Context: an optimization exercise on an open-source flow, tuned for small area and a short achievable clock period. The choices shown serve that exercise and are no tape-out recipe. RTL that was checked went through simulation tests only; none was proved equivalent to the original. Function not checked in runs 1 to 3: the RTL went through the layout flow alone.

## flow/design.v

```verilog
module nr_step (
	input  [15:0] R,
	input         neg,
	input         pos,
	input  [15:0] D,
	output [16:0] Rn
);
	wire [16:0] a = {R, 1'b0};
	wire [16:0] b;
	genvar j, l;
	generate
		for (j = 0; j <= 16; j = j + 1) begin : op
			if (j < 8) begin : lo
				assign b[j] = D[j] ^ pos;
			end else if (j < 16) begin : hi
				assign b[j] = ~(D[j] ^ neg);
			end else begin : top
				assign b[j] = ~neg;
			end
		end
	endgenerate
	wire [15:0] p, g;
	assign p[0] = 1'b0;
	assign g[0] = pos & ~D[0];
	generate
		for (j = 1; j < 16; j = j + 1) begin : pg
			assign p[j] = a[j] ^ b[j];
			assign g[j] = a[j] & b[j];
		end
	endgenerate
	wire [15:0] G [0:4];
	wire [15:0] P [0:4];
	assign G[0] = g;
	assign P[0] = p;
	generate
		for (l = 0; l < 4; l = l + 1) begin : lvl
			for (j = 0; j < 16; j = j + 1) begin : node
				if ((j >> l) % 2 == 1) begin : comb
					assign G[l+1][j] = G[l][j] | (P[l][j] & G[l][((j >> l) << l) - 1]);
					assign P[l+1][j] = P[l][j] & P[l][((j >> l) << l) - 1];
				end else begin : pass
					assign G[l+1][j] = G[l][j];
					assign P[l+1][j] = P[l][j];
				end
			end
		end
	endgenerate
	assign Rn[0] = D[0];
	generate
		for (j = 1; j <= 16; j = j + 1) begin : sum
			assign Rn[j] = a[j] ^ b[j] ^ G[4][j-1];
		end
	endgenerate
endmodule
module div_non_restore_pip #(parameter N = 16) (
	input          clk,
	input  [N-1:0] dividend,
	input  [N-1:0] divisor,
	output [N-1:0] quotient
);
	reg [N-1:0] R0, D0;
	reg [N:0]   R  [1:N-1];
	reg         QB [1:N-1];
	reg [N-1:0] D  [1:N-1];
	reg [N-1:0] Q  [1:N-1];
	reg [N-1:0] QO, QF;
	always @(posedge clk) begin
		R0 <= dividend;
		D0 <= divisor;
	end
	wire [N:0] r1;
	nr_step u_first (.R(R0), .neg(1'b0), .pos(1'b1), .D(D0), .Rn(r1));
	always @(posedge clk) begin
		R[1]  <= r1;
		QB[1] <= ~r1[N];
		D[1]  <= D0;
		Q[1]  <= {N{1'b0}};
	end
	genvar s;
	generate
		for (s = 2; s <= N; s = s + 1) begin : stage
			wire [N:0] rn;
			nr_step u_step (.R(R[s-1][N-1:0]), .neg(R[s-1][N]), .pos(QB[s-1]),
			                .D(D[s-1]), .Rn(rn));
			if (s < N) begin : mid
				always @(posedge clk) begin
					R[s]  <= rn;
					QB[s] <= ~rn[N];
					D[s]  <= D[s-1];
					Q[s]  <= {Q[s-1][N-2:0], QB[s-1]};
				end
			end else begin : last
				always @(posedge clk) begin
					QO <= {Q[N-1][N-3:0], QB[N-1], ~rn[N]};
					QF <= QO;
				end
			end
		end
	endgenerate
	assign quotient = QF;
endmodule
```

## flow/flow/run.sh

```bash
#!/bin/bash
# Own flow: the standard layout, with the synthesis's final ABC mapping
# run from flow/abc.script (delay-oriented) instead of ORFS's abc_speed.script.
# flow/make_args, if present, holds extra make variable settings.
set -euo pipefail
W=$(pwd)
export MY_ABC_SCRIPT=$W/flow/abc.script
export MY_ABC_D=${MY_ABC_D:-1000}
EXTRA=()
if [[ -f flow/make_args ]]; then read -r -a EXTRA < flow/make_args; fi
cat flow/abc_override.tcl synth_recipe.tcl > my_synth.tcl
sed "s#SYNTH_SCRIPT=[^ ]*#SYNTH_SCRIPT=$W/my_synth.tcl#" standard.sh > my_standard.sh
bash my_standard.sh "${EXTRA[@]}" finish > flow.log 2>&1
```

## flow/flow/abc.script

```
&get -n
&st
&dch
&nf -p
&put
buffer -p
upsize {D}
dnsize {D}
```

## flow/flow/abc_override.tcl

```tcl
# Use our own ABC script and delay target for the final technology mapping
# (the generic abc inside yosys synth is unchanged).
proc abc {args} {
  set here [file dirname [file normalize [info script]]]
  set i [lsearch $args -script]
  if {$i >= 0} { lset args [expr {$i+1}] $::env(MY_ABC_SCRIPT) }
  set i [lsearch $args -D]
  if {$i >= 0} { lset args [expr {$i+1}] $::env(MY_ABC_D) } else { lappend args -D $::env(MY_ABC_D) }
  puts "abc (own script): $args"
  yosys abc {*}$args
}
```

## flow/flow/make_args

```
ADDER_MAP_FILE=
```

## flow/standard.sh

```bash
#!/bin/bash
# synth_recipe.tcl (not shown) runs the flow's synth.tcl, then flattens the netlist and writes it again
# the make line also repeats each setting of config.mk as NAME=value (left out here)
make -C /OpenROAD-flow-scripts/flow DESIGN_CONFIG=/design/flow/config.mk WORK_HOME=/design/flow/orfs CLKGATE_MAP_FILE= SYNTH_SCRIPT=/design/flow/synth_recipe.tcl "${@:-finish}"
```

## flow/config.mk

```make
export PLATFORM = sky130hd
export DESIGN_NAME = div_non_restore_pip
export DESIGN_NICKNAME = div_non_restore_pip
export VERILOG_FILES = /design/flow/design.v
export SDC_FILE = /design/flow/constraint.sdc
export NUM_CORES = 4
export LEC_CHECK = 0
export CAP_MARGIN = 20
export CORE_MARGIN = 2
export CORE_UTILIZATION = 55
export CTS_BUF_LIST = sky130_fd_sc_hd__clkbuf_16
export CTS_CLUSTER_DIAMETER = 80
export CTS_CLUSTER_SIZE = 30
export PLACE_DENSITY = 0.75
export SETUP_SLACK_MARGIN = 2.3
export SLEW_MARGIN = 20
```

## flow/constraint.sdc

```tcl
create_clock -name core_clock -period 4.5 [get_ports {clk}]
set_input_delay 0.9000 -clock core_clock [delete_from_list [all_inputs] [get_ports {clk}]]
set_output_delay 0.9000 -clock core_clock [all_outputs]
set_load 0.01 [all_outputs]
```

==> run_results.csv, run 1 <==
group,metric,value,unit
cells_and_area,final_nets,2496,
min_path,min_path_cells,0,
synthesis,syn_area_per_cell,10.9,sq um
routing,drt-total-wl,46600,microns
floorplan,die_h,218,microns
sta,grt_setup_unrepaired,"yes",
routing,detail-route-antenna-nets,0,
synthesis,yosysSeqAreaShare,52.9,%
cts,ctsHoldBuffers,0,
setup_path,crit_path_max_fanout,9,
flow_run,maxCapViolCount,0,
cells_and_area,syn_to_final_growth,19.7,%
cts,clock-sinks,664,
min_path,holdPathEnd,"Q[8][3]",
cts,cts-root-buf,"clkbuf_16",
grt,grt_max_degree,31,
routing,wl_met3,1310,microns
grt,grt_pass1_vias,15700,
synthesis,synthDistinctLibCells,63,
cts,cts_buffers,29,
sta,hold_slack,328,ps
cells_and_area,regArea,0.0134,sq mm
floorplan,core,0.0452,sq mm
cells_and_area,diodes,0,
synthesis,synth_fp_nets,2331,
routing,wl_met1,16000,microns
floorplan,ios,49,
cts,htreeDepth,1,
sta,hold_viol_final,0,
grt,grt_overflow,0,
synthesis,async_flop_share,0,%
routing,drt-initial-drc-count,651,
synthesis,synth-edff-count,0,
floorplan,chipWidth,218,microns
sta,fin_crit_sh,50.4,%
sta,max_slew_margin,63.5,%
grt,antenna_found_initial,0,
routing,wl_met2,27300,microns
placed_design,dp.final_hpwl,30400,microns
cts,clkTransAtPathRegs,110,ps
routing,first_pass_iters,5,
synthesis,postSynthCellCount,2298,
setup_path,arrival,2780,ps
setup_path,cp_data_required_time,5010,ps
routing,route.vias.total,15900,
cells_and_area,multi_input_area,0.0135,sq mm
sta,setup_viol,0,
setup_path,endpoint_kind,"flop",
cts,clock_latency,610,ps
sta,fin_crit,2270,ps
cts,cts_tree,"done",
floorplan,die_area,0.0474,sq mm
setup_path,slowest_delay,470,ps
setup_path,worstSetupPathType,"reg -> reg",
setup_path,r2r-end,"QB[9]",
floorplan,start_util,55.6,%
setup_path,r2r_slack,2230,ps
routing,dr.max_layer_used,"met4",
min_path,hold_class,"reg -> reg",
sta,fin_tns_setup,0,ps
routing,via_per_inst,5.17,
synthesis,yosys_warnings,10,
cells_and_area,n_fill_cell,3140,
setup_path,crit_path_top_delay_cell,"dfxtp_4",
synthesis,yosysTopAreaCell,"dfxtp_1",
synthesis,synth_area_leaders,"dfxtp_1, xnor2_1, xor2_1",
setup_path,crit_top_cell,"xor2_2",
setup_path,reg2reg_from,"QB[8]",
synthesis,synth_top_cell_area_share,52.9,%
sta,tightest_slew,544,ps
setup_path,path_cells,"buf_6 -> xor2_2 -> xnor2_1 -> o21ai_2 -> buf_4 -> a31oi_4 -> buf_12 -> o31ai_4 -> xor2_2",
floorplan,placementRows,78,
grt,grt_pass1_wl,69400,microns
routing,drc,0,
routing,wl_per_cell,15.2,microns
setup_path,critPathLaunchType,"flop",
setup_path,reg2regPathDepth,9,
cts,max-clock-path-buffers,3,
sta,drv_slew,0,
synthesis,synth_flop_cell,"dfxtp_1",
placed_design,gp_congestion,0.831,
grt,track_usage,17.5,%
placed_design,portBuffers,48,
cells_and_area,drive_above_1_share,19.4,%
synthesis,ys_ff_latch,664,
synthesis,synthesis.area,0.0251,sq mm
sta,fin_skew,31.6,ps
status,outcome,"finished clean",
sta,max_freq,0.441,GHz
min_path,hold_path_startpoint,"Q[7][2]",
[repair_timing]
item	CTS	global route
endpoints found under the setup margin	166	131
buffers inserted	40	73
pin swaps	28	66
cloned	1	2
gates resized for setup	129	251
[flip-flops by register name, summed over array words and instances, names as in the netlist]
register and cells:
D 240, D0 16, Q 105, QB 15
QF 16, QO 16, R 240, R0 16
[worst max-delay path by stage]
stage / end / from / slack, ps / cells after the start
2_1_floorplan: QB[7] / QB[6] / 2350 / 8
3_3_place_gp: QB[10] / QB[9] / 1760 / 7
3_5_place_dp: QB[10] / QB[9] / 1670 / 7
4_1_cts: QB[10] / R[9][16] / 2190 / 7
5_1_grt: R[6][13] / QB[5] / 2160 / 8
6_report: QB[9] / QB[8] / 2230 / 9
[stage by stage]
stage	setup slack [ps]	instances	utilization (%)	area [sq um]
global placement	1760	2916	57.8	26100
CTS	2190	3000	61.7	27900
global route	2160	3075	66.5	30100
finish	2230	3075	66.5	30100
detailed placement	1670	2916	57.8	26100
floorplan	2350	2298	-	25100
[cell usage in the layout, fill, tap and decap left out, drive strengths merged, types with 7 or more instances in the layout]
master and instances:
o31ai 14, maj3 21, a31oi 28, nand3 33, nand2 222, a21oi 57, clkdlybuf4s50 32, dlygate4sd2 13
o221a 7, o21ai 138, nor2b 42, clkbuf 33, a2bb2oi 13, inv 24, nor2 124, xor2 311
o21a 26, o211a 11, or3 18, buf 110, or2 8, a21o 13, nand4 14, dfxtp 664
xnor2 359, and2 31, nand2b 11, o221ai 42
[synth_stat cells (all sizes together), types with 18 or more instances]
master	number
nor2	124
dfxtp	664
maj3	21
o21a	26
or3	18
o221ai	42
a21oi	57
and2	31
nand2	222
a31oi	25
nor2b	42
o21ai	138
xnor2	359
nand3	33
xor2	311
buf	30
[cells by family (layout without fill, tap and decap cells)]
| family | after synthesis | after routing | share of synthesized area (%) |
|---|---|---|---|
| xor gates and xnor gates | 673 | 673 | 24.8 |
| DFF | 664 | 664 | 52.9 |
| and+or+nand+nor | 517 | 517 | 9.28 |
| AOI/OAI and AO/OA | 376 | 379 | 10.9 |
| buffers and inverters | 47 | 221 | 1.21 |
| adders and majority gates | 21 | 21 | 0.837 |
[layout make-up]
cell class	instances	area share (%)
repair buffers	161	4.96
flip-flops and latches	664	44.6
well taps	600	2.50
clock buffers	29	2.41
inverters	17	0.212
multi-input cells	1590	44.7
clock inverters	14	0.612
[routing by layer]
layer,track usage (%),vias up
li1,-,7915
met4,8.17,0
met5,0,-
met1,16.3,7583
met3,2.08,128
met2,37.0,283
[worst max-delay path, delay by kind of cell, from the launching register on]
| family | cells | cell delay [ps] |
|---|---|---|
| compound gates | 3 | 600 |
| xor+xnor | 3 | 570 |
| buf+inv | 3 | 500 |
| flops | 1 | 470 |
==> run 2: changes to the inputs <==
==> flow/flow/abc.script (replaced) <==
&get -n
&st
&dch
&nf
&put
buffer -p
upsize {D}
dnsize {D}
==> run_results.csv, run 2 <==
group,metric,value,unit
synthesis,synth-edff-count,0,
floorplan,ios,49,
sta,grt_setup_unrepaired,"yes",
synthesis,synth_common_cells,"dfxtp_1, xnor2_1, xor2_1",
synthesis,ys_ff_latch,664,
setup_path,startpoint,"QB[6]",
synthesis,yosysSeqAreaShare,53.2,%
cts,cts_tree,"done",
cells_and_area,top_regs,"D (240), R (240), Q (105)",
cts,htreeDepth,1,
min_path,min_path_cells,0,
floorplan,die_h,217,microns
synthesis,synth_top_cell_area_share,53.2,%
grt,track_usage,18.2,%
grt,grt_pass1_vias,16000,
setup_path,critPathLaunchType,"flop",
sta,drv_slew,0,
routing,wl_per_cell,15.3,microns
cts,clock-sinks,664,
sta,tightest_slew,554,ps
sta,setup_viol,0,
synthesis,postSynthCellCount,2305,
cts,cts-root-buf,"clkbuf_16",
synthesis,synth_flop_cell,"dfxtp_1",
floorplan,placementRows,78,
routing,via_per_inst,5.20,
grt,grt_max_degree,31,
cells_and_area,layout_common_cells,"dfxtp_1, xnor2_1, xor2_1, nand2_1, nor2_1",
placed_design,gp_congestion,0.842,
cts,cts_buffers,30,
placed_design,pre_cts_ws,1640,ps
cts,clock_latency,620,ps
status,outcome,"finished clean",
sta,max_slew_margin,62.7,%
sta,hold_viol_final,0,
sta,fin_crit_sh,50.6,%
setup_path,endpoint_kind,"flop",
grt,grt_overflow,0,
synthesis,synth_area_leaders,"dfxtp_1, xnor2_1, xor2_1",
routing,drc,0,
min_path,hold_path_startpoint,"Q[5][3]",
placed_design,dp.final_hpwl,30200,microns
setup_path,reg2reg_from,"QB[6]",
sta,fin_crit,2280,ps
synthesis,synthesis.area,0.0250,sq mm
cells_and_area,drive_above_1_share,20.6,%
placed_design,portBuffers,48,
routing,drt-initial-drc-count,636,
synthesis,syn_area_per_cell,10.8,sq um
cells_and_area,final_cells,3102,
cts,max-clock-path-buffers,3,
sta,fin_skew,18.5,ps
setup_path,reg2regPathDepth,8,
floorplan,core,0.0451,sq mm
cts,clkTransAtPathRegs,110,ps
synthesis,synth_fp_nets,2338,
sta,hold_slack,322,ps
sta,max_freq,0.439,GHz
flow_run,maxCapViolCount,0,
sta,worst_slack,2220,ps
routing,route.vias.total,16100,
floorplan,chipWidth,217,microns
synthesis,async_flop_share,0,%
floorplan,die_area,0.0472,sq mm
min_path,hold_class,"reg -> reg",
cells_and_area,final_common_cell,"dfxtp_1",
synthesis,yosysTopAreaCell,"dfxtp_1",
synthesis,synthDistinctLibCells,65,
sta,fin_tns_setup,0,ps
grt,grt_pass1_wl,71700,microns
routing,detail-route-antenna-nets,0,
synthesis,synth_most_common_cell,"dfxtp_1",
routing,first_pass_iters,5,
setup_path,crit_path_max_fanout,6,
setup_path,worstSetupPathType,"reg -> reg",
cells_and_area,final_nets,2517,
placed_design,dp.cells,2923,
synthesis,yosys_warnings,10,
cells_and_area,syn_to_final_growth,21.6,%
floorplan,start_util,55.4,%
cts,ctsHoldBuffers,0,
grt,antenna_found_initial,0,
routing,drt-total-wl,47500,microns
setup_path,arrival,2790,ps
setup_path,cp_data_required_time,5020,ps
-- run 2: cell count changes after synthesis, sizes merged, moves of 4 or more --
cell | previous run | this run
or3 | 18 | 7
nor3 | 6 | 13
nand2 | 222 | 226
and2 | 31 | 39
nor2b | 42 | 21
or2 | 8 | 4
o21a | 26 | 22
nand3 | 33 | 37
a221oi | 0 | 4
inv | 17 | 25
nand2b | 11 | 7
nor2 | 124 | 132
-- run 2: layout make-up --
cell class | instances | area (sq um)
Inverter | 25 | 93.8
Multi-Input combinational cell | 1586 | 13500
Fill cell | 3136 | 14700
Antenna cell | 1 | 2.50
Sequential cell | 664 | 13400
Clock inverter | 18 | 234
Tap cell | 600 | 751
Clock buffer | 31 | 776
Timing Repair Buffer | 177 | 1590
-- run 2: worst max-delay path: stages (launching register included) --
cell and delay [ps]:
dfxtp_4 470, buf_4 160, xor2_2 220, o21ai_4 110
a2bb2oi_2 190, o21ai_4 230, a311oi_4 170, o31ai_1 320
xor2_1 290
-- run 2: timing repair --
item	4_1_cts	5_1_grt
hold endpoints to repair	0	0
pin swaps	31	83
setup buffers	58	71
setup endpoints to repair	167	120
resized for setup	185	240
-- run 2: logic make-up (layout without fill, tap and decap cells) --
kind of cell | Yosys count | count (layout) | synth area share, %
XOR/XNOR | 678 | 678 | 24.9
flip-flops | 664 | 664 | 53.2
AND/OR/NAND/NOR | 508 | 508 | 8.90
AO/OA/AOI/OAI | 378 | 378 | 10.9
buffers and inverters | 55 | 251 | 1.29
adder cells (fa/ha/maj) | 22 | 22 | 0.886
other | 0 | 1 | 0
-- run 2: through the flow --
stage | util [%] | cell area [sq um]
after floorplan | - | 25000
after global placement | 57.7 | 26000
after detailed placement | 57.7 | 26000
after CTS | 62.9 | 28400
after global routing | 67.4 | 30400
final | 67.4 | 30400
-- run 2: path summary, 6_finish.rpt --
| check | slack (ps) | to |
|---|---|---|
| setup / recovery | 2220 | R[7][12] |
| hold / removal | 320 | Q[6][4] |
| setup reg to reg | 2220 | R[7][12] |
| hold reg to reg | 320 | Q[6][4] |
-- run 2: per-layer routing --
metal / wire (microns) / track usage (%) / up-vias
li1: - / - / 7988
met1: 16900 / 17.2 / 7715
met2: 27200 / 38.4 / 297
met3: 1250 / 2.32 / 123
met4: 2120 / 7.28 / 0
met5: 0 / 0 / -
==> run 3: changes to the inputs <==
==> flow/flow/run.sh (replaced) <==
#!/bin/bash
# Own flow: the standard layout, with the synthesis's final ABC mapping
# run from flow/abc.script (delay-oriented) instead of ORFS's abc_speed.script,
# and the port buffers made with buf_2 cells.
# flow/make_args, if present, holds extra make variable settings.
set -euo pipefail
W=$(pwd)
export MY_ABC_SCRIPT=$W/flow/abc.script
export MY_ABC_D=${MY_ABC_D:-1000}
export BUFFER_PORTS_ARGS="-buffer_cell sky130_fd_sc_hd__buf_2"
EXTRA=()
if [[ -f flow/make_args ]]; then read -r -a EXTRA < flow/make_args; fi
cat flow/abc_override.tcl synth_recipe.tcl > my_synth.tcl
sed "s#SYNTH_SCRIPT=[^ ]*#SYNTH_SCRIPT=$W/my_synth.tcl#" standard.sh > my_standard.sh
bash my_standard.sh "${EXTRA[@]}" finish > flow.log 2>&1
==> flow/flow/abc.script (replaced) <==
&get -n
&st
&dch
&nf -p
&put
buffer -p
upsize {D}
dnsize {D}
--- a/flow/config.mk
+++ b/flow/config.mk
@@ -11,6 +11,8 @@
 export CTS_BUF_LIST = sky130_fd_sc_hd__clkbuf_16
 export CTS_CLUSTER_DIAMETER = 80
 export CTS_CLUSTER_SIZE = 30
+export GPL_ROUTABILITY_DRIVEN = 0
 export PLACE_DENSITY = 0.75
 export SETUP_SLACK_MARGIN = 2.3
 export SLEW_MARGIN = 20
+export TNS_END_PERCENT = 50
==> run_results.csv, run 3 <==
group,metric,value,unit
cts,max-clock-path-buffers,3,
sta,max_freq,0.429,GHz
routing,drt-total-wl,45500,microns
placed_design,portBuffers,48,
routing,drc,0,
routing,via_per_inst,5.20,
synthesis,synth_area_leaders,"dfxtp_1, xnor2_1, xor2_1",
grt,antenna_found_initial,0,
floorplan,core,0.0452,sq mm
setup_path,slowest_delay,520,ps
cells_and_area,layout_common_cells,"dfxtp_1, xnor2_1, xor2_1, nand2_1, nor2_1",
cts,clkTransAtPathRegs,110,ps
floorplan,chipWidth,218,microns
floorplan,die_h,218,microns
cells_and_area,fin_area,0.0296,sq mm
synthesis,yosys_warnings,10,
cells_and_area,fin_util,65.4,%
synthesis,synth_top_cell_area_share,52.9,%
synthesis,synth_common_cells,"dfxtp_1, xnor2_1, xor2_1",
setup_path,crit_path_max_fanout,6,
status,outcome,"finished clean",
setup_path,worstSetupPathType,"reg -> reg",
min_path,hold_class,"reg -> reg",
sta,max_slew_margin,64.2,%
cts,clock-sinks,664,
placed_design,pre_cts_ws,1650,ps
placed_design,dp.final_hpwl,30700,microns
grt,grt_max_degree,31,
sta,fin_skew,51.4,ps
setup_path,path_cells,"xor2_4 -> xnor2_2 -> a2bb2oi_2 -> o21ai_4 -> a311o_1 -> buf_4 -> a211o_1 -> xnor2_1",
cells_and_area,drive_above_1_share,20.0,%
cts,htreeDepth,1,
cells_and_area,final_nets,2476,
setup_path,crit_path_top_delay_cell,"dfxtp_4",
synthesis,synth-edff-count,0,
synthesis,synthesis.area,0.0251,sq mm
flow_run,maxCapViolCount,0,
routing,route.vias.total,15900,
floorplan,die_area,0.0474,sq mm
sta,grt_setup_unrepaired,"yes",
sta,setup_viol,0,
min_path,holdPathEnd,"Q[15][4]",
setup_path,r2r-end,"R[7][15]",
setup_path,endpoint_kind,"flop",
min_path,min_path_cells,0,
synthesis,ys_ff_latch,664,
sta,worst_slack,2170,ps
synthesis,syn_area_per_cell,10.9,sq um
cells_and_area,final_common_cell,"dfxtp_1",
placed_design,postPlaceCellArea,0.0259,sq mm
sta,tightest_slew,533,ps
routing,wl_per_cell,14.9,microns
placed_design,dp.cells,2916,
cts,cts_buffers,29,
sta,fin_tns_setup,0,ps
synthesis,synthDistinctLibCells,63,
synthesis,synth_fp_nets,2331,
grt,track_usage,17.4,%
setup_path,r2r_slack,2170,ps
grt,grt_pass1_wl,69100,microns
cells_and_area,final_cells,3055,
cells_and_area,diodes,0,
routing,first_pass_iters,5,
sta,fin_crit,2330,ps
floorplan,start_util,55.6,%
sta,hold_slack,328,ps
sta,fin_crit_sh,51.8,%
synthesis,yosysSeqAreaShare,52.9,%
cells_and_area,top_regs,"D (240), R (240), Q (105)",
floorplan,placementRows,78,
setup_path,arrival,2870,ps
grt,grt_overflow,0,
setup_path,reg2regPathDepth,8,
floorplan,ios,49,
grt,grt_pass1_vias,15800,
setup_path,startpoint,"QB[6]",
sta,drv_slew,0,
synthesis,synth_flop_cell,"dfxtp_1",
routing,drt-initial-drc-count,594,
setup_path,critPathLaunchType,"flop",
synthesis,postSynthCellCount,2298,
cts,cts-root-buf,"clkbuf_16",
cts,clock_latency,630,ps
cells_and_area,syn_to_final_growth,17.7,%
synthesis,async_flop_share,0,%
sta,hold_viol_final,0,
setup_path,cp_data_required_time,5040,ps
setup_path,reg2reg_from,"QB[6]",
cts,cts_tree,"done",
synthesis,synth_most_common_cell,"dfxtp_1",
routing,detail-route-antenna-nets,0,
min_path,hold_path_startpoint,"Q[14][3]",
synthesis,yosysTopAreaCell,"dfxtp_1",
cells_and_area,n_fill_cell,3185,
run 3: changes by cell type in the layout (fill, tap and decap cells not counted), sizes merged, moves of 7 or more:
| cell | before | now |
|---|---|---|
| clkdlybuf4s50 | 32 | 0 |
| nor2b | 21 | 42 |
| dlygate4sd2 | 13 | 0 |
| or3 | 7 | 18 |
| inv | 33 | 24 |
| a31oi | 23 | 31 |
| and2 | 39 | 31 |
| nor2 | 132 | 124 |
| buf | 127 | 134 |
| nor3 | 13 | 6 |
run 3: repair_timing:
item                                   in CTS  in global routing
resized for setup                          99                244
pin swaps                                  21                 59
endpoints found under the hold margin       0                  0
buffers inserted                           33                 57
hold buffers                                0                  0
cloned                                      1                  5
setup endpoints to repair                 152                138
run 3: final cells by class:
cell class	count	area (sq um)	share of cell area [%]
Sequential cell	664	13400	45.3
Multi-Input combinational cell	1593	13400	45.3
Timing Repair Buffer	138	1070	3.62
Tap cell	600	751	2.54
Clock buffer	29	726	2.46
Clock inverter	14	166	0.563
Inverter	17	63.8	0.216
run 3: worst max path at each step:
stage          cells after the start  endpoint
6_report                           8  R[7][15]
3_3_place_gp                       7    QB[10]
2_1_floorplan                      8     QB[7]
4_1_cts                            7     QO[0]
3_5_place_dp                       7    QB[10]
5_1_grt                            8  R[7][15]
run 3: logic make-up (layout without fill, tap and decap cells):
group	Yosys count	after routing	share of synthesized area (%)
xor+xnor	673	673	24.8
flops	664	664	52.9
simple gates	517	517	9.28
compound gates	376	382	10.9
buf+inv	47	198	1.21
fa+ha+maj	21	21	0.837
run 3: critical path, delay by kind of cell, from the launching register on:
kind | cells | cell delay [ps]
xor+xnor | 3 | 560
buf+inv | 1 | 170
compound gates | 4 | 990
flops | 1 | 520
run 3: routing by layer:
layer | GRT usage, % | wire (microns) | vias to the layer above
li1 | - | - | 7910
met1 | 15.7 | 15500 | 7604
met2 | 38.3 | 27100 | 247
met3 | 2.04 | 1160 | 118
met4 | 6.03 | 1700 | 0
met5 | 0 | 0 | -
==> run 4: changes to the inputs <==
--- a/flow/design.v
+++ b/flow/design.v
@@ -24,7 +24,11 @@
 	assign g[0] = pos & ~D[0];
 	generate
 		for (j = 1; j < 16; j = j + 1) begin : pg
-			assign p[j] = a[j] ^ b[j];
+			if (j < 8) begin : plo
+				assign p[j] = (a[j] ^ D[j]) ^ pos;
+			end else begin : phi
+				assign p[j] = ~((a[j] ^ D[j]) ^ neg);
+			end
 			assign g[j] = a[j] & b[j];
 		end
 	endgenerate
--- a/flow/config.mk
+++ b/flow/config.mk
@@ -13,6 +13,6 @@
 export CTS_CLUSTER_SIZE = 30
 export GPL_ROUTABILITY_DRIVEN = 0
 export PLACE_DENSITY = 0.75
-export SETUP_SLACK_MARGIN = 2.3
+export SETUP_SLACK_MARGIN = 2.2
 export SLEW_MARGIN = 20
 export TNS_END_PERCENT = 50
==> run_results.csv, run 4 <==
group,metric,value,unit
status,outcome,"finished clean",
setup_path,crit_top_cell,"xnor2_4",
routing,drc,0,
cts,max-clock-path-buffers,3,
cts,cts_tree,"done",
routing,wl_per_cell,14.1,microns
sta,drv_slew,0,
grt,antenna_found_initial,0,
sta,tightest_slew,641,ps
sta,grt_setup_unrepaired,"yes",
placed_design,dp.final_hpwl,30400,microns
routing,first_pass_iters,6,
cells_and_area,diodes,0,
sta,setup_viol,0,
floorplan,chipWidth,216,microns
setup_path,endpoint_kind,"flop",
sta,max_slew_margin,56.9,%
setup_path,cp.depth,7,
cts,clkTransAtPathRegs,110,ps
sta,max_freq,0.428,GHz
routing,drt-initial-drc-count,800,
synthesis,syn_area_per_cell,10.6,sq um
cells_and_area,final_nets,2469,
sta,hold_viol_final,0,
routing,route.vias.total,15700,
sta,fin_skew,26.7,ps
cells_and_area,final_cells,3042,
routing,detail-route-antenna-nets,0,
setup_path,arrival,2820,ps
sta,fin_tns_setup,0,ps
placed_design,portBuffers,48,
min_path,hold_class,"reg -> reg",
cells_and_area,top_regs,"D (240), R (240), Q (105)",
setup_path,cp_top_family,"simple AND/OR/NAND/NOR gates",
synthesis,synth_common_cells,"dfxtp_1, xnor2_1, nand2_1",
cells_and_area,drive_above_1_share,14.9,%
grt,grt_max_degree,31,
synthesis,synth_area_leaders,"dfxtp_1, xnor2_1, xor2_1",
grt,grt_overflow,0,
cts,cts_buffers,29,
setup_path,cp_data_required_time,4980,ps
setup_path,cp_num_buf_inv,0,
cells_and_area,layout_common_cells,"dfxtp_1, xnor2_1, nand2_1, xor2_1, nor2_1",
cts,htreeDepth,1,
floorplan,placementRows,77,
synthesis,ys_ff_latch,664,
synthesis,synthDistinctLibCells,57,
flow_run,maxCapViolCount,0,
grt,grt_pass1_vias,15800,
synthesis,yosys_warnings,10,
floorplan,die_h,216,microns
synthesis,synth-edff-count,0,
cts,ctsHoldBuffers,0,
setup_path,critPathLaunchType,"flop",
synthesis,yosysSeqAreaShare,53.7,%
setup_path,cp-endpoint,"QB[10]",
cts,cts-root-buf,"clkbuf_16",
setup_path,r2r-end,"QB[10]",
synthesis,synth_top_cell_area_share,53.7,%
setup_path,reg2regPathDepth,7,
synthesis,synth_flop_cell,"dfxtp_1",
floorplan,start_util,55.8,%
setup_path,slowest_delay,430,ps
grt,grt_pass1_wl,69700,microns
routing,via_per_inst,5.17,
setup_path,r2r_slack,2160,ps
cells_and_area,syn_to_final_growth,13.6,%
synthesis,synth_most_common_cell,"dfxtp_1",
setup_path,path_cells,"xnor2_4 -> xnor2_4 -> or3_4 -> or2_1 -> or3_1 -> o221a_2 -> xor2_1",
setup_path,reg2reg_from,"R[9][16]",
grt,track_usage,17.5,%
synthesis,async_flop_share,0,%
cts,clock_latency,610,ps
cells_and_area,final_common_cell,"dfxtp_1",
cells_and_area,regArea,0.0134,sq mm
synthesis,yosysTopAreaCell,"dfxtp_1",
cts,clock-sinks,664,
placed_design,dp.cells,2936,
cells_and_area,n_fill_cell,3322,
cells_and_area,multi_input_area,0.0123,sq mm
setup_path,crit_path_max_fanout,6,
synthesis,postSynthCellCount,2328,
floorplan,die_area,0.0467,sq mm
synthesis,synthesis.area,0.0247,sq mm
floorplan,ios,49,
synthesis,synth_fp_nets,2361,
cells_and_area,fin_util,63.4,%
setup_path,crit_path_top_delay_cell,"dfxtp_4",
sta,fin_crit,2340,ps
floorplan,core,0.0443,sq mm
setup_path,worstSetupPathType,"reg -> reg",
setup_path,startpoint,"R[9][16]",
routing,drt-total-wl,42900,microns
sta,fin_crit_sh,51.9,%
[run 4: routing by layer]
metal	part of all wire [%]	up-vias	track usage, %
met5	0	-	0
met4	2.6	0	5.02
met3	2.3	82	1.88
met2	56	205	36.0
met1	39	7473	18.4
li1	-	7953	-
[run 4: worst min-delay path by stage]
stage | from | end | slack (ps) | cells after the start
finish | Q[14][0] | Q[15][1] | 330 | 0
global route | Q[14][0] | Q[15][1] | 320 | 0
CTS | Q[14][0] | Q[15][1] | 320 | 0
global placement | Q[3][1] | Q[4][2] | 310 | 0
floorplan | QO[0] | QF[0] | 310 | 0
detailed placement | Q[14][1] | Q[15][2] | 310 | 0
[run 4: kinds of logic after synthesis]
kind of cell / share of synthesized area, %
muxes: 0.121
buffers and inverters: 0.991
AOI/OAI and AO/OA: 10.5
and+or+nand+nor: 10.3
xor gates and xnor gates: 23.6
DFF: 53.7
adders and majority gates: 0.728
[run 4: metrics by stage]
| step | hold slack [ps] | cell area, sq um | setup slack (ps) |
|---|---|---|---|
| finish | 327 | 28100 | 2160 |
| global route | 318 | 28100 | 2070 |
| CTS | 320 | 27100 | 2060 |
| detailed placement | 312 | 25500 | 1570 |
| global placement | 310 | 25500 | 1620 |
| floorplan | 310 | 24700 | 2230 |
[run 4: what timing repair did]
| action | CTS | global route |
|---|---|---|
| pin swaps | 29 | 37 |
| endpoints found under the hold margin | 0 | 0 |
| setup endpoints to repair | 149 | 117 |
| resized for setup | 101 | 140 |
| buffers inserted | 29 | 32 |
[run 4: final cells by class]
class | count | area share (%)
clock inverter | 16 | 0.619
inverter | 12 | 0.160
timing repair buffer | 110 | 2.58
tap | 592 | 2.64
multi-input combinational | 1619 | 43.7
clock buffer | 29 | 2.58
sequential | 664 | 47.7
==> run 5: changes to the inputs <==
--- a/flow/config.mk
+++ b/flow/config.mk
@@ -13,6 +13,6 @@
 export CTS_CLUSTER_SIZE = 30
 export GPL_ROUTABILITY_DRIVEN = 0
 export PLACE_DENSITY = 0.75
-export SETUP_SLACK_MARGIN = 2.2
+export SETUP_SLACK_MARGIN = 2.4
 export SLEW_MARGIN = 20
 export TNS_END_PERCENT = 50
==> run_results.csv, run 5 <==
group,metric,value,unit
status,outcome,"finished clean",
floorplan,ios,49,
routing,drt-initial-drc-count,670,
setup_path,worstSetupPathType,"reg -> reg",
synthesis,synth_most_common_cell,"dfxtp_1",
cts,cts_buffers,30,
cells_and_area,drive_above_1_share,25.8,%
routing,drc,0,
grt,grt_pass1_wl,73000,microns
setup_path,path_cells,"xor3_1 -> o211ai_1 -> a31oi_2 -> and3b_2 -> a211oi_4 -> buf_6 -> buf_6 -> o31ai_4 -> xnor2_1",
synthesis,yosys_warnings,10,
floorplan,start_util,55.8,%
synthesis,synth_common_cells,"dfxtp_1, xnor2_1, nand2_1",
floorplan,die_h,216,microns
synthesis,synthesis.area,0.0247,sq mm
routing,first_pass_iters,5,
routing,detail-route-antenna-nets,0,
setup_path,cp_num_buf_inv,2,
flow_run,maxCapViolCount,0,
sta,max_slew_margin,56.5,%
synthesis,synthDistinctLibCells,57,
placed_design,dp.final_hpwl,30500,microns
routing,via_per_inst,5.18,
cts,ctsHoldBuffers,0,
setup_path,crit_path_top_delay_cell,"xor3_1",
grt,grt_pass1_vias,16100,
synthesis,postSynthCellCount,2328,
placed_design,dp.cells,2935,
cells_and_area,top_regs,"D (240), R (240), Q (105)",
floorplan,die_area,0.0467,sq mm
grt,grt_max_degree,31,
setup_path,arrival,2770,ps
setup_path,critPathLaunchType,"flop",
routing,drt-total-wl,48900,microns
floorplan,chipWidth,216,microns
synthesis,async_flop_share,0,%
synthesis,yosysSeqAreaShare,53.7,%
setup_path,endpoint_kind,"flop",
setup_path,slowest_delay,430,ps
floorplan,core,0.0443,sq mm
cts,htreeDepth,1,
grt,antenna_found_initial,0,
cells_and_area,fin_util,69.1,%
cells_and_area,layout_common_cells,"dfxtp_1, xnor2_1, nand2_1, xor2_1, buf_4",
synthesis,synth_fp_nets,2361,
setup_path,crit_top_cell,"buf_6",
sta,fin_crit_sh,50.7,%
synthesis,synth_flop_cell,"dfxtp_1",
synthesis,synth_top_cell_area_share,53.7,%
floorplan,placementRows,77,
cts,clock-sinks,664,
setup_path,crit_path_max_fanout,8,
sta,fin_tns_setup,0,ps
synthesis,synth-edff-count,0,
cells_and_area,final_cells,3173,
min_path,hold_class,"reg -> reg",
placed_design,portBuffers,48,
cells_and_area,syn_to_final_growth,23.8,%
sta,max_freq,0.438,GHz
routing,wl_per_cell,15.4,microns
placed_design,postPlaceCellArea,0.0257,sq mm
cells_and_area,diodes,0,
sta,hold_viol_final,0,
synthesis,syn_area_per_cell,10.6,sq um
cts,max-clock-path-buffers,3,
synthesis,ys_ff_latch,664,
cells_and_area,final_nets,2594,
grt,track_usage,18.5,%
sta,grt_setup_unrepaired,"yes",
cts,cts-root-buf,"clkbuf_16",
sta,setup_viol,0,
routing,route.vias.total,16400,
sta,tightest_slew,648,ps
sta,fin_crit,2280,ps
cells_and_area,fin_area,0.0306,sq mm
cells_and_area,final_common_cell,"dfxtp_1",
setup_path,cp_data_required_time,4990,ps
synthesis,synth_area_leaders,"dfxtp_1, xnor2_1, xor2_1",
cts,clkTransAtPathRegs,110,ps
sta,drv_slew,0,
cts,clock_latency,640,ps
grt,grt_overflow,0,
synthesis,yosysTopAreaCell,"dfxtp_1",
cts,cts_tree,"done",
sta,fin_skew,42.6,ps
setup_path,cp_top_family,"compound AO/OA/AOI/OAI gates",
-- run 5: cell types whose count changed in the layout (fill, tap and decap cells not counted), sizes merged --
| cell | change |
|---|---|
| bufinv | +2 |
| clkinv | +3 |
| buf | +120 |
| clkbuf | +2 |
| inv | -2 |
| clkinvlp | +3 |
| nand2b | +3 |
-- run 5: area by class of cell --
type / count / area, sq um
Multi-Input combinational cell: 1622 / 13700
Inverter: 12 / 45.0
Sequential cell: 664 / 13400
Timing Repair Buffer: 231 / 1700
Clock buffer: 30 / 751
Clock inverter: 22 / 273
Fill cell: 2965 / 13700
Tap cell: 592 / 741
-- run 5: per-stage QoR --
stage	worst slack [ps]	hold WS (ps)
finish	2220	330
global route	2150	316
CTS	2250	320
detailed placement	1560	312
global placement	1630	310
floorplan	2330	310
-- run 5: repair_timing --
action	4_1_cts	5_1_grt
endpoints found under the hold margin	0	0
resized for setup	221	259
cloned	1	2
endpoints found under the setup margin	168	141
setup buffers	86	97
pin swaps	70	87
-- run 5: layer usage --
metal  vias to the layer above  share of wire, %  track usage (%)
li1                       8203                 -                -
met1                      7839                39             20.3
met2                       267                55             36.3
met3                       131               2.4             2.02
met4                         0               3.9             6.96
met5                         -                 0                0
-- run 5: final timing paths --
| path | startpoint | endpoint | slack [ps] | cells past startpoint |
|---|---|---|---|---|
| max | R[8][1] | R[9][10] | 2220 | 9 |
| min | Q[12][5] | Q[13][6] | 330 | 0 |
| max reg2reg | R[8][1] | R[9][10] | 2220 | 9 |
| min reg2reg | Q[12][5] | Q[13][6] | 330 | 0 |
-- run 5: worst register-to-register path, stage by stage, from the launching register on --
cell      delay, ps
dfxtp_2         350
xor3_1          430
o211ai_1        180
a31oi_2         170
and3b_2         280
a211oi_4        210
buf_6           190
buf_6           130
o31ai_4          50
xnor2_1         150
-- run 5: kinds of logic after synthesis --
| group | share of synthesized area (%) |
|---|---|
| mux | 0.121 |
| flops | 53.7 |
| buf+inv | 0.991 |
| fa+ha+maj | 0.728 |
| compound gates | 10.5 |
| xor+xnor | 23.6 |
| simple gates | 10.3 |
==> run 6: changes to the inputs <==
--- a/flow/config.mk
+++ b/flow/config.mk
@@ -13,6 +13,6 @@
 export CTS_CLUSTER_SIZE = 30
 export GPL_ROUTABILITY_DRIVEN = 0
 export PLACE_DENSITY = 0.75
-export SETUP_SLACK_MARGIN = 2.4
+export SETUP_SLACK_MARGIN = 2.3
 export SLEW_MARGIN = 20
 export TNS_END_PERCENT = 50
==> run_results.csv, run 6 <==
group,metric,value,unit
cells_and_area,drive_above_1_share,19.4,%
setup_path,cp_top_family,"simple AND/OR/NAND/NOR gates",
sta,fin_tns_setup,0,ps
setup_path,endpoint_kind,"flop",
floorplan,chipWidth,216,microns
cells_and_area,n_fill_cell,3218,
synthesis,yosysSeqAreaShare,53.7,%
setup_path,slowest_delay,410,ps
placed_design,portBuffers,48,
floorplan,placementRows,77,
setup_path,path_cells,"xnor2_4 -> xnor2_4 -> or3_1 -> or2_1 -> or3_1 -> o221a_2 -> xor2_1",
synthesis,synth_flop_cell,"dfxtp_1",
synthesis,synth-edff-count,0,
setup_path,arrival,2730,ps
sta,tightest_slew,652,ps
status,outcome,"finished clean",
synthesis,yosysTopAreaCell,"dfxtp_1",
synthesis,async_flop_share,0,%
floorplan,die_h,216,microns
routing,wl_met3,1120,microns
cells_and_area,final_common_cell,"dfxtp_1",
setup_path,worstSetupPathType,"reg -> reg",
cts,htreeDepth,1,
routing,dr.max_layer_used,"met4",
sta,setup_viol,0,
setup_path,crit_path_max_fanout,5,
floorplan,ios,49,
floorplan,start_util,55.8,%
synthesis,synthDistinctLibCells,57,
routing,first_pass_iters,5,
min_path,min_path_cells,0,
synthesis,postSynthCellCount,2328,
synthesis,synthesis.area,0.0247,sq mm
flow_run,maxCapViolCount,0,
routing,drc,0,
cts,cts_tree,"done",
sta,fin_crit,2250,ps
grt,grt_overflow,0,
sta,hold_viol_final,0,
cells_and_area,fin_area,0.0290,sq mm
setup_path,startpoint,"R[9][16]",
cts,ctsHoldBuffers,0,
setup_path,crit_path_top_delay_cell,"dfxtp_4",
synthesis,synth_area_leaders,"dfxtp_1, xnor2_1, xor2_1",
routing,wl_per_cell,15.3,microns
setup_path,reg2reg_from,"R[9][16]",
grt,grt_pass1_wl,73700,microns
min_path,hold_class,"reg -> reg",
placed_design,dp.final_hpwl,31700,microns
setup_path,reg2regPathDepth,7,
floorplan,core,0.0443,sq mm
setup_path,cp.depth,7,
min_path,hold_path_startpoint,"QO[11]",
cells_and_area,multi_input_area,0.0128,sq mm
grt,track_usage,18.8,%
sta,max_slew_margin,56.2,%
setup_path,critPathLaunchType,"flop",
synthesis,synth_common_cells,"dfxtp_1, xnor2_1, nand2_1",
routing,drt-total-wl,47100,microns
setup_path,cp_num_buf_inv,0,
routing,detail-route-antenna-nets,0,
cts,clock-sinks,664,
cts,cts-root-buf,"clkbuf_16",
sta,fin_crit_sh,49.9,%
routing,drt-initial-drc-count,711,
sta,drv_slew,0,
synthesis,ys_ff_latch,664,
cts,clkTransAtPathRegs,100,ps
cells_and_area,layout_common_cells,"dfxtp_1, xnor2_1, nand2_1, xor2_1, nor2_1",
cts,max-clock-path-buffers,3,
synthesis,synth_most_common_cell,"dfxtp_1",
sta,hold_slack,331,ps
grt,grt_max_degree,31,
sta,grt_setup_unrepaired,"yes",
sta,max_freq,0.445,GHz
placed_design,postPlaceCellArea,0.0256,sq mm
routing,route.vias.total,16000,
setup_path,cp_data_required_time,4980,ps
cts,clock_latency,610,ps
routing,via_per_inst,5.19,
cells_and_area,final_nets,2512,
cells_and_area,diodes,0,
grt,antenna_found_initial,0,
synthesis,synth_top_cell_area_share,53.7,%
sta,fin_skew,18.5,ps
cells_and_area,regArea,0.0134,sq mm
routing,wl_met2,25800,microns
grt,grt_pass1_vias,15900,
synthesis,syn_area_per_cell,10.6,sq um
cells_and_area,top_regs,"D (240), R (240), Q (105)",
synthesis,yosys_warnings,10,
synthesis,synth_fp_nets,2361,
floorplan,die_area,0.0467,sq mm
cts,cts_buffers,30,
cells_and_area,syn_to_final_growth,17.4,%
routing,wl_met1,18800,microns
run 6: cell type report:
cell class	instances	share of cell area (%)
inverter	12	0.155
sequential	664	46.2
clock buffer	31	2.67
clock inverter	16	0.693
multi-input combinational	1621	44.2
tap	592	2.55
timing repair buffer	150	3.59
run 6: final timing paths:
| check | to | slack (ps) |
|---|---|---|
| worst min register to register | QF[11] | 330 |
| worst min-delay path | QF[11] | 330 |
| worst max-delay path | QB[10] | 2250 |
| worst max register to register | QB[10] | 2250 |
run 6: repair_timing:
item | in CTS | in global routing
pin swaps | 32 | 64
buffers inserted | 41 | 61
setup endpoints to repair | 155 | 121
hold endpoints to repair | 0 | 0
resized for setup | 126 | 193
cloned | 0 | 2
run 6: cell families after synthesis:
| group | Yosys count | share of synthesized area, % |
|---|---|---|
| AO/OA/AOI/OAI | 396 | 10.5 |
| adder cells (fa/ha/maj) | 18 | 0.728 |
| buffers and inverters | 45 | 0.991 |
| flip-flops | 664 | 53.7 |
| XOR/XNOR | 644 | 23.6 |
| AND/OR/NAND/NOR | 558 | 10.3 |
| multiplexers | 3 | 0.121 |
run 6: per-layer routing:
layer	vias to the layer above	track usage [%]
met3	96	1.87
met5	-	0
met4	0	6.74
li1	8023	-
met2	247	36.9
met1	7637	20.9
run 6: per-stage QoR:
step | utilization [%] | instances | setup WS [ps]
global route | 65.5 | 3086 | 2160
finish | 65.5 | 3086 | 2250
global placement | 57.8 | 2935 | 1790
detailed placement | 57.8 | 2935 | 1760
floorplan | - | 2328 | 2280
CTS | 62.0 | 3023 | 2210
==> run 7: changes to the inputs <==
--- a/flow/config.mk
+++ b/flow/config.mk
@@ -11,8 +11,6 @@
 export CTS_BUF_LIST = sky130_fd_sc_hd__clkbuf_16
 export CTS_CLUSTER_DIAMETER = 80
 export CTS_CLUSTER_SIZE = 30
-export GPL_ROUTABILITY_DRIVEN = 0
 export PLACE_DENSITY = 0.75
 export SETUP_SLACK_MARGIN = 2.3
 export SLEW_MARGIN = 20
-export TNS_END_PERCENT = 50
==> run_results.csv, run 7 <==
group,metric,value,unit
status,outcome,"finished clean",
floorplan,core,0.0443,sq mm
flow_run,maxCapViolCount,0,
min_path,hold_path_startpoint,"Q[15][1]",
cts,clkTransAtPathRegs,100,ps
sta,max_slew_margin,55.2,%
cells_and_area,layout_common_cells,"dfxtp_1, xnor2_1, nand2_1, xor2_1, nor2_1",
cts,clock-sinks,664,
routing,drt-initial-drc-count,674,
synthesis,syn_area_per_cell,10.6,sq um
floorplan,ios,49,
setup_path,cp_data_required_time,4990,ps
sta,grt_setup_unrepaired,"yes",
setup_path,cp_top_family,"simple AND/OR/NAND/NOR gates",
setup_path,r2r_slack,2220,ps
sta,tightest_slew,667,ps
routing,detail-route-antenna-nets,0,
setup_path,critPathLaunchType,"flop",
synthesis,synthDistinctLibCells,57,
synthesis,synth_area_leaders,"dfxtp_1, xnor2_1, xor2_1",
sta,max_freq,0.439,GHz
setup_path,crit_path_top_delay_cell,"dfxtp_4",
min_path,min_path_cells,0,
routing,drc,0,
synthesis,postSynthCellCount,2328,
cts,cts_buffers,31,
placed_design,portBuffers,48,
cells_and_area,top_regs,"D (240), R (240), Q (105)",
placed_design,pre_cts_ws,1600,ps
placed_design,dp.final_hpwl,30200,microns
setup_path,crit_path_max_fanout,6,
floorplan,die_area,0.0467,sq mm
floorplan,placementRows,77,
synthesis,synthesis.area,0.0247,sq mm
floorplan,die_h,216,microns
setup_path,reg2regPathDepth,7,
setup_path,slowest_delay,420,ps
synthesis,yosysSeqAreaShare,53.7,%
grt,track_usage,17.8,%
routing,drt-total-wl,45600,microns
cts,clock_latency,640,ps
grt,grt_pass1_wl,70700,microns
synthesis,yosys_warnings,10,
sta,setup_viol,0,
setup_path,reg2reg_from,"R[9][16]",
floorplan,chipWidth,216,microns
sta,hold_viol_final,0,
routing,route.vias.total,16100,
setup_path,r2r-end,"QB[10]",
routing,wl_per_cell,14.7,microns
grt,antenna_found_initial,0,
cells_and_area,diodes,0,
sta,fin_tns_setup,0,ps
min_path,hold_class,"reg -> reg",
sta,fin_crit_sh,50.6,%
synthesis,async_flop_share,0,%
cells_and_area,drive_above_1_share,20.9,%
cts,ctsHoldBuffers,0,
synthesis,synth-edff-count,0,
synthesis,yosysTopAreaCell,"dfxtp_1",
setup_path,endpoint_kind,"flop",
grt,grt_overflow,0,
cells_and_area,final_nets,2513,
sta,fin_skew,38.1,ps
cts,cts-root-buf,"clkbuf_16",
sta,worst_slack,2220,ps
sta,fin_crit,2280,ps
cells_and_area,syn_to_final_growth,19.3,%
setup_path,cp_num_buf_inv,0,
sta,drv_slew,0,
placed_design,gp_congestion,0.838,
setup_path,worstSetupPathType,"reg -> reg",
routing,via_per_inst,5.20,
cts,cts_tree,"done",
synthesis,synth_most_common_cell,"dfxtp_1",
cts,max-clock-path-buffers,3,
cells_and_area,final_common_cell,"dfxtp_1",
grt,grt_max_degree,31,
cts,htreeDepth,1,
synthesis,ys_ff_latch,664,
synthesis,synth_common_cells,"dfxtp_1, xnor2_1, nand2_1",
floorplan,start_util,55.8,%
synthesis,synth_top_cell_area_share,53.7,%
grt,grt_pass1_vias,15900,
setup_path,arrival,2760,ps
synthesis,synth_flop_cell,"dfxtp_1",
min_path,holdPathEnd,"QO[3]",
setup_path,path_cells,"xnor2_4 -> xnor2_4 -> or3_1 -> or2_1 -> or3_1 -> o221a_4 -> xor2_1",
routing,first_pass_iters,5,
synthesis,synth_fp_nets,2361,
-- run 7: cell count changes in the layout (fill, tap and decap cells not counted), moves of 4 or more --
cell and delta:
buf_4 -5, nand2b_1 -4, o21ai_1 +5, a211oi_4 +4, o31ai_4 +4, xnor2_2 +6
xnor2_1 -8, o31ai_2 -5, a211oi_2 -4, xor2_1 -5, o21ai_0 -6
-- run 7: stage by stage --
stage	hold WS, ps	instances	area [sq um]	util [%]
after global placement	310	2935	25600	57.8
after floorplan	310	2328	24900	-
final	321	3092	29500	66.6
after CTS	320	3041	27700	62.5
after detailed placement	312	2935	25600	57.8
after global routing	322	3092	29500	66.6
-- run 7: layout make-up --
type,count,area (sq um)
fillers,3163,14800
clock buffers,31,776
flip-flops and latches,664,13400
well taps,592,741
inverters,12,45.0
repair buffers,149,1070
clock inverters,22,292
multi-input cells,1622,13200
-- run 7: kinds of logic (layout without fill, tap and decap cells) --
group / after synthesis / count (layout) / share of synthesized area [%]
flops: 664 / 664 / 53.7
xor+xnor: 644 / 644 / 23.6
simple gates: 558 / 561 / 10.3
compound gates: 396 / 396 / 10.5
buf+inv: 45 / 214 / 0.991
fa+ha+maj: 18 / 18 / 0.728
mux: 3 / 3 / 0.121
-- run 7: worst max-delay path by stage --
stage,to,start,depth (start not counted)
6_report,QB[10],R[9][16],7
5_1_grt,R[2][16],R[1][16],8
4_1_cts,QB[7],R[6][1],7
3_5_place_dp,QB[2],QB[1],7
3_3_place_gp,QB[2],QB[1],7
2_1_floorplan,R[11][16],QB[10],8
-- run 7: repair_timing --
item                                    in CTS  in global routing
endpoints found under the hold margin        0                  0
buffers inserted                            52                 49
pin swaps                                   46                 77
gates cloned                                 1                  2
resized for setup                          139                238
endpoints found under the setup margin     159                123
-- run 7: layer usage --
layer	share of wire [%]	global-route usage, %
met5	0	0
met4	2.1	4.68
met3	2.2	1.81
met2	56	36.0
met1	40	19.5
==> run 8: changes to the inputs <==
--- a/flow/config.mk
+++ b/flow/config.mk
@@ -11,6 +11,8 @@
 export CTS_BUF_LIST = sky130_fd_sc_hd__clkbuf_16
 export CTS_CLUSTER_DIAMETER = 80
 export CTS_CLUSTER_SIZE = 30
+export GPL_ROUTABILITY_DRIVEN = 0
 export PLACE_DENSITY = 0.75
-export SETUP_SLACK_MARGIN = 2.3
+export SETUP_SLACK_MARGIN = 2.25
 export SLEW_MARGIN = 20
+export TNS_END_PERCENT = 50
==> run_results.csv, run 8 <==
group,metric,value,unit
sta,worst_slack,2220,ps
synthesis,synthDistinctLibCells,57,
setup_path,startpoint,"R[9][16]",
synthesis,synth_area_leaders,"dfxtp_1, xnor2_1, xor2_1",
sta,drv_slew,0,
setup_path,slowest_delay,430,ps
setup_path,crit_path_top_delay_cell,"dfxtp_4",
synthesis,async_flop_share,0,%
cts,max-clock-path-buffers,3,
placed_design,dp.cells,2936,
synthesis,synth_top_cell_area_share,53.7,%
cells_and_area,diodes,0,
synthesis,synthesis.area,0.0247,sq mm
grt,grt_pass1_vias,16100,
floorplan,ios,49,
synthesis,yosys_warnings,10,
cells_and_area,multi_input_area,0.0126,sq mm
cts,cts_tree,"done",
cells_and_area,fin_util,64.5,%
setup_path,endpoint_kind,"flop",
grt,track_usage,17.9,%
routing,drt-total-wl,43700,microns
setup_path,arrival,2760,ps
sta,fin_crit,2280,ps
cells_and_area,regArea,0.0134,sq mm
synthesis,postSynthCellCount,2328,
sta,tightest_slew,688,ps
routing,detail-route-antenna-nets,0,
grt,antenna_found_initial,0,
cells_and_area,n_fill_cell,3231,
flow_run,maxCapViolCount,0,
placed_design,dp.final_hpwl,30400,microns
floorplan,start_util,55.8,%
sta,max_freq,0.438,GHz
floorplan,core,0.0443,sq mm
min_path,hold_class,"reg -> reg",
routing,first_pass_iters,7,
floorplan,die_h,216,microns
cts,htreeDepth,1,
sta,setup_viol,0,
placed_design,portBuffers,48,
cts,clock_latency,610,ps
setup_path,r2r_slack,2220,ps
synthesis,synth-edff-count,0,
placed_design,pre_cts_ws,1570,ps
sta,grt_setup_unrepaired,"yes",
floorplan,die_area,0.0467,sq mm
cells_and_area,syn_to_final_growth,15.6,%
cts,cts-root-buf,"clkbuf_16",
sta,hold_viol_final,0,
floorplan,chipWidth,216,microns
cts,cts_buffers,29,
sta,max_slew_margin,53.8,%
cells_and_area,layout_common_cells,"dfxtp_1, xnor2_1, nand2_1, xor2_1, nor2_1",
min_path,min_path_cells,0,
cells_and_area,final_cells,3068,
setup_path,path_cells,"xnor2_4 -> xnor2_2 -> or3_4 -> or2_1 -> or3_1 -> o221a_2 -> xor2_1",
cells_and_area,final_common_cell,"dfxtp_1",
cts,clock-sinks,664,
cells_and_area,final_nets,2495,
cells_and_area,top_regs,"D (240), R (240), Q (105)",
synthesis,synth_most_common_cell,"dfxtp_1",
cells_and_area,drive_above_1_share,17.5,%
setup_path,reg2regPathDepth,7,
sta,fin_skew,28.7,ps
routing,wl_per_cell,14.3,microns
synthesis,synth_flop_cell,"dfxtp_1",
status,outcome,"finished clean",
setup_path,r2r-end,"QB[10]",
setup_path,cp_num_buf_inv,0,
min_path,holdPathEnd,"Q[15][1]",
setup_path,crit_path_max_fanout,6,
grt,grt_pass1_wl,70900,microns
routing,drt-initial-drc-count,873,
setup_path,critPathLaunchType,"flop",
synthesis,synth_fp_nets,2361,
synthesis,yosysSeqAreaShare,53.7,%
setup_path,cp_top_family,"simple AND/OR/NAND/NOR gates",
routing,via_per_inst,5.17,
synthesis,yosysTopAreaCell,"dfxtp_1",
sta,fin_crit_sh,50.7,%
routing,route.vias.total,15900,
synthesis,synth_common_cells,"dfxtp_1, xnor2_1, nand2_1",
synthesis,ys_ff_latch,664,
setup_path,cp_data_required_time,4980,ps
grt,grt_overflow,0,
routing,drc,0,
setup_path,reg2reg_from,"R[9][16]",
grt,grt_max_degree,31,
setup_path,worstSetupPathType,"reg -> reg",
cts,clkTransAtPathRegs,110,ps
min_path,hold_path_startpoint,"Q[14][0]",
synthesis,syn_area_per_cell,10.6,sq um
floorplan,placementRows,77,
cts,ctsHoldBuffers,0,
sta,fin_tns_setup,0,ps
-- run 8: per-stage QoR --
stage                     hold slack, ps  area (sq um)
after floorplan                      310         24700
after global placement               310         25500
after detailed placement             312         25500
after CTS                            320         27300
after global routing                 321         28600
final                                326         28600
-- run 8: repair_timing --
action,4_1_cts,5_1_grt
gates cloned,1,1
resized for setup,127,177
setup buffers,44,41
pin swaps,39,65
endpoints found under the setup margin,156,122
-- run 8: per-layer routing --
metal | GRT usage (%) | share of wire (%)
met1 | 18.6 | 39
met2 | 36.6 | 56
met3 | 1.91 | 2.3
met4 | 5.78 | 2.7
met5 | 0 | 0
-- run 8: kinds of logic (layout without fill, tap and decap cells) --
| group | Yosys count | in the layout | share of synthesized area, % |
|---|---|---|---|
| buf+inv | 45 | 191 | 0.991 |
| compound gates | 396 | 396 | 10.5 |
| flops | 664 | 664 | 53.7 |
| xor+xnor | 644 | 644 | 23.6 |
| mux | 3 | 3 | 0.121 |
| fa+ha+maj | 18 | 18 | 0.728 |
| simple gates | 558 | 560 | 10.3 |
-- run 8: how the worst max path moves through the flow --
stage / to / slack [ps] / depth (start not counted)
2_1_floorplan: QB[10] / 2230 / 8
3_3_place_gp: QB[12] / 1620 / 7
3_5_place_dp: QB[12] / 1570 / 7
4_1_cts: QB[15] / 2130 / 8
5_1_grt: QB[15] / 2120 / 7
6_report: QB[10] / 2220 / 7
-- run 8: final cells by class --
cell class,count,area share [%]
Clock buffer,29,2.54
Clock inverter,16,0.608
Inverter,12,0.158
Multi-Input combinational cell,1621,44.0
Sequential cell,664,46.9
Tap cell,592,2.59
Timing Repair Buffer,134,3.21
-- run 8: worst register-to-register path: stages (launching register included) --
cell,delay [ps]
dfxtp_4,430
xnor2_4,160
xnor2_2,160
or3_4,400
or2_1,250
or3_1,310
o221a_2,280
xor2_1,170

==> static timing again, ports no longer ideal <==
How much do the figures lean on ideal ports? The routed layouts below were timed once more, with nothing changed but the port constraints. Step 1 assumes that a clkbuf_16 drives the clock port and a buf_2 every other input. Step 2 moves the port delays by t, midway between the first and last clock arrival at a register: inputs arrive t later, outputs are due t later. That takes back most of the time a late clock gives input paths. Slacks: ideal ports / drivers / drivers and shift; pairs: ideal ports / drivers.
run	shift t [ns]	setup slack, ns	hold WS [ns]
run 1	0.654	2.234 / 2.234 / 2.234	0.328 / 0.328 / 0.328
run 2	0.663	2.223 / 2.223 / 2.223	0.322 / 0.322 / 0.322
run 3	0.659	2.168 / 2.168 / 2.168	0.328 / 0.328 / 0.328
run 4	0.657	2.164 / 2.164 / 2.164	0.327 / 0.327 / 0.327
run 5	0.668	2.219 / 2.219 / 2.219	0.330 / 0.329 / 0.330
run 6	0.663	2.255 / 2.255 / 2.255	0.331 / 0.331 / 0.331
run 7	0.672	2.224 / 2.224 / 2.224	0.321 / 0.321 / 0.321
run 8	0.654	2.219 / 2.219 / 2.219	0.326 / 0.326 / 0.326
After both steps every run listed still meets setup and hold.
